Context: an optimization exercise on an open-source flow, tuned for small area, a short achievable clock period and few clock cycles per item. The choices shown serve that exercise and are no tape-out recipe.
Where RTL was checked, it was by simulation tests only, not by an equivalence proof against the original.
Power and IR drop assume default switching activity.

## the previous run
// MedianFilter
module MedianFilter(
    input reset,
    input enable,
    input CLK,
    input Nxt_block_sig,
    input [7:0]height,
    input [7:0]width,
    input [8:0]data,
    output [8:0]data_out,
    output [15:0]index,
    output [7:0]addr_x0,
    output [7:0]addr_y0,
    output [7:0]gdata,
    output Gvector_sig,
    output reg swmv
    );
localparam IDLE = 2'd0, PEND = 2'd1, NUL = 2'd2, PRES = 2'd3;
localparam MA = 3'd0, MB = 3'd1, MC = 3'd2, MP = 3'd3, MX = 3'd4;
localparam SU = 4'd0, SUL = 4'd1, SUR = 4'd2, SD = 4'd3, SDL = 4'd4,
           SDR = 4'd5, SXR = 4'd6, SPF1 = 4'd7, SPF2 = 4'd8, SFIN = 4'd9;
reg [1:0]  st;
reg        Gv;
reg [2:0]  md;
reg [1:0]  pc;          
reg [3:0]  nsq;         
reg [7:0]  ox, oy;      
reg        xf, xl, yf, yl;    
reg [15:0] na;          
reg [15:0] ix;
reg [7:0]  gd;
reg [8:0]  dreg;
reg        dv;          
reg        t1, td;      
reg        f1;          
reg        needx;       
reg [7:0]  s0, s1, s2, s3;
reg [3:0]  m;
reg [7:0]  wr, wm1, hm1;    
assign index       = ix;
assign addr_x0     = ox;
assign addr_y0     = oy;
assign gdata       = gd;
assign data_out    = {1'b0, gd};
assign Gvector_sig = Gv;
function [8:0] add8;
  input [7:0] a, b;
  input       c;
  reg [7:0] g, p, gg, pp, g2, p2;
  reg [8:0] cc;
  integer i;
  begin
    g = a & b; p = a ^ b;
    gg = g; pp = p;
    for (i = 1; i < 8; i = i + 1) begin g2[i] = gg[i] | (pp[i] & gg[i-1]); p2[i] = pp[i] & pp[i-1]; end
    g2[0] = gg[0]; p2[0] = pp[0]; gg = g2; pp = p2;
  ...
Settings: LEC_CHECK=0, CAP_MARGIN=20, CORE_MARGIN=2, CORE_UTILIZATION=40, PLACE_DENSITY=0.6, SLEW_MARGIN=20; clock period 11.0 ns.
standard.sh (not shown) runs the stock make flow with config.mk's settings and CLKGATE_MAP_FILE= SYNTH_SCRIPT=/design/flow/synth_recipe.tcl, a recipe that flattens the netlist after the stock synthesis.
==> flow/flow/run.sh <==
#!/bin/bash
set -euo pipefail
bash standard.sh "BUFFER_PORTS_ARGS=-buffer_cell sky130_fd_sc_hd__buf_4" SETUP_SLACK_MARGIN=0 finish > standard_flow.log 2>&1
The previous run | stages: all done | timing, DRC, antenna: all pass
Setup changes, the previous run to the current run
==> flow/flow/run.sh <==
#!/bin/bash
set -euo pipefail
bash standard.sh "BUFFER_PORTS_ARGS=-buffer_cell sky130_fd_sc_hd__buf_4" SETUP_SLACK_MARGIN=7 finish > standard_flow.log 2>&1
## What came out
The current run | status: complete | timing, DRC, antenna: pass. Diff the previous run -> the current run | leakage component of the power | up slightly. On setup slack of the most critical reg-to-reg path, the previous run loses to the current run. Switching power summed over all nets of the current run is on par with the previous run. Side by side, transition time of the tightest slew-check pin turned out lower in the current run than in the previous run. Of the two values seen for slowest cell on the critical path, sky130_fd_sc_hd__o41ai_4 was produced by the current run and sky130_fd_sc_hd__ha_1 by the previous run. Changes observed in the current run relative to the previous run: final critical-path required period shrank by 0.84 ns; filler-free cell count of the finished design held steady.
Function was not checked in any run of this note: the RTL went through the layout flow alone.

---

Setup of job 9564:
Another version of the RTL of MedianFilter (not shown whole).
Size: about 1200 cells after synthesis, ~160 flip-flops, ~80 I/O pins.
==> flow/design.v (excerpt) <==
module MedianFilter(
    input reset,
    input enable,
    input CLK,
    input Nxt_block_sig,
    input [7:0]height,
    input [7:0]width,
    input [8:0]data,
    output [8:0]data_out,
    output [15:0]index,
    output [7:0]addr_x0,
    output [7:0]addr_y0,
    output [7:0]gdata,
    output Gvector_sig,
    output reg swmv
    );
localparam IDLE = 2'd0, PEND = 2'd1, NUL = 2'd2, PRES = 2'd3;
localparam MA = 3'd0, MB = 3'd1, MC = 3'd2, MP = 3'd3, MX = 3'd4;
localparam SU = 4'd0, SD = 4'd1, SUL = 4'd2, SUR = 4'd3, SDL = 4'd4,
           SDR = 4'd5, SXR = 4'd6, SPF1 = 4'd7, SPF2 = 4'd8, SFIN = 4'd9;
reg [1:0]  st;
reg        Gv;
reg [2:0]  md;
reg [1:0]  pc;          
reg [3:0]  nsq;         
reg [7:0]  ox, oy;      
reg        xf, xl, yf, yl;    
reg        xla, yla, w1;      
reg [15:0] na;          
reg [15:0] ix;
reg [7:0]  gd;
reg [8:0]  dreg;
reg        dv;          
reg        t1, td;      
reg        eu;          
reg        needx;       
reg [7:0]  s0, s1, s2, s3;
reg [3:0]  m;
reg [7:0]  wr, wm1, hm1;    
reg [7:0]  blo;         
reg        bneg, bcin;  
assign index       = ix;
assign addr_x0     = ox;
assign addr_y0     = oy;
assign gdata       = gd;
assign data_out    = {1'b0, gd};
assign Gvector_sig = Gv;
function [8:0] add8;
  input [7:0] a, b;
  input       c;
  reg [7:0] g, p, gg, pp, g2, p2;
  reg [8:0] cc;
  integer i;
  begin
    g = a & b; p = a ^ b;
    gg = g; pp = p;
    for (i = 1; i < 8; i = i + 1) begin g2[i] = gg[i] | (pp[i] & gg[i-1]); p2[i] = pp[i] & pp[i-1]; end
    g2[0] = gg[0]; p2[0] = pp[0]; gg = g2; pp = p2;
    for (i = 2; i < 8; i = i + 1) begin g2[i] = gg[i] | (pp[i] & gg[i-2]); p2[i] = pp[i] & pp[i-2]; end
    gg = g2; pp = p2;
    for (i = 4; i < 8; i = i + 1) begin g2[i] = gg[i] | (pp[i] & gg[i-4]); p2[i] = pp[i] & pp[i-4]; end
    gg = g2; pp = p2;
    cc[0] = c;
    for (i = 0; i < 8; i = i + 1) cc[i+1] = gg[i] | (pp[i] & c);
    add8 = {cc[8], p ^ cc[7:0]};
  end
endfunction
function [7:0] inc8;
  input [7:0] a;
  integer i;
  reg [7:0] c;
  begin
    c[0] = 1'b1;
    for (i = 1; i < 8; i = i + 1) c[i] = &(a | ~((8'd1 << i) - 8'd1));
  ...
clock: 11.0 ns
lec_check: 0
cap_margin: 20
core_margin: 2
core_utilization: 40
place_density: 0.6
slew_margin: 20
==> flow/flow/run.sh <==
#!/bin/bash
set -euo pipefail
bash standard.sh "BUFFER_PORTS_ARGS=-buffer_cell sky130_fd_sc_hd__buf_4" SETUP_SLACK_MARGIN=0 finish > standard_flow.log 2>&1
Job 9564 did not stop at any stage, and its layout met the timing, design-rule and antenna checks.
Testbench counts of job 9564, summed over its fixed seeds: cycles 13,979, blocks 5,411.
#### Input delta (job 6891 over job 9564)
==> flow/flow/run.sh <==
#!/bin/bash
set -euo pipefail
bash standard.sh "BUFFER_PORTS_ARGS=-buffer_cell sky130_fd_sc_hd__buf_4" SETUP_SLACK_MARGIN=7.4 finish > standard_flow.log 2>&1
Findings:
On met3 usage in global routing, job 6891 and job 9564 are neck and neck.
Diff job 6891 and job 9564: fraction of layout cells with a size suffix above 1 lower in job 9564
[job 6891 vs job 9564] global-route usage: higher in job 6891
Summary — arrival time reported for the critical path endpoint, job 6891 relative to job 9564: lower, by 0.45 ns.

[re-timing with driven ports]
The flow's constraints put no driver on any port. The routed layouts listed below were extracted and timed again, unchanged, in two steps. Step 1 sets driving cells, clkbuf_16 on the clock port and buf_2 on the other inputs (assumed; they add their load-dependent delay and slew). Step 2 moves the port delays by t, midway between the first and last clock arrival at a register: inputs arrive t later, outputs are due t later. That takes back most of the time a late clock gives input paths. a / b / c = ideal / step 1 / step 2; a / b = the first two.
run | shift t [ns] | setup WS [ns] | pins driven straight from the clock port
the previous run | 0.471 | 6.449 / 6.449 / 6.449 | 1
the current run | 0.468 | 7.286 / 7.286 / 7.064 | 1
job 9564 | 0.481 | 7.035 / 7.035 / 6.662 | 1
job 6891 | 0.493 | 7.494 / 7.472 / 6.979 | 1
After both steps every run listed still meets setup and hold. The setup slack of job 6891, which loses most, moves by -0.022 ns with the drivers and by -0.515 ns with both steps.
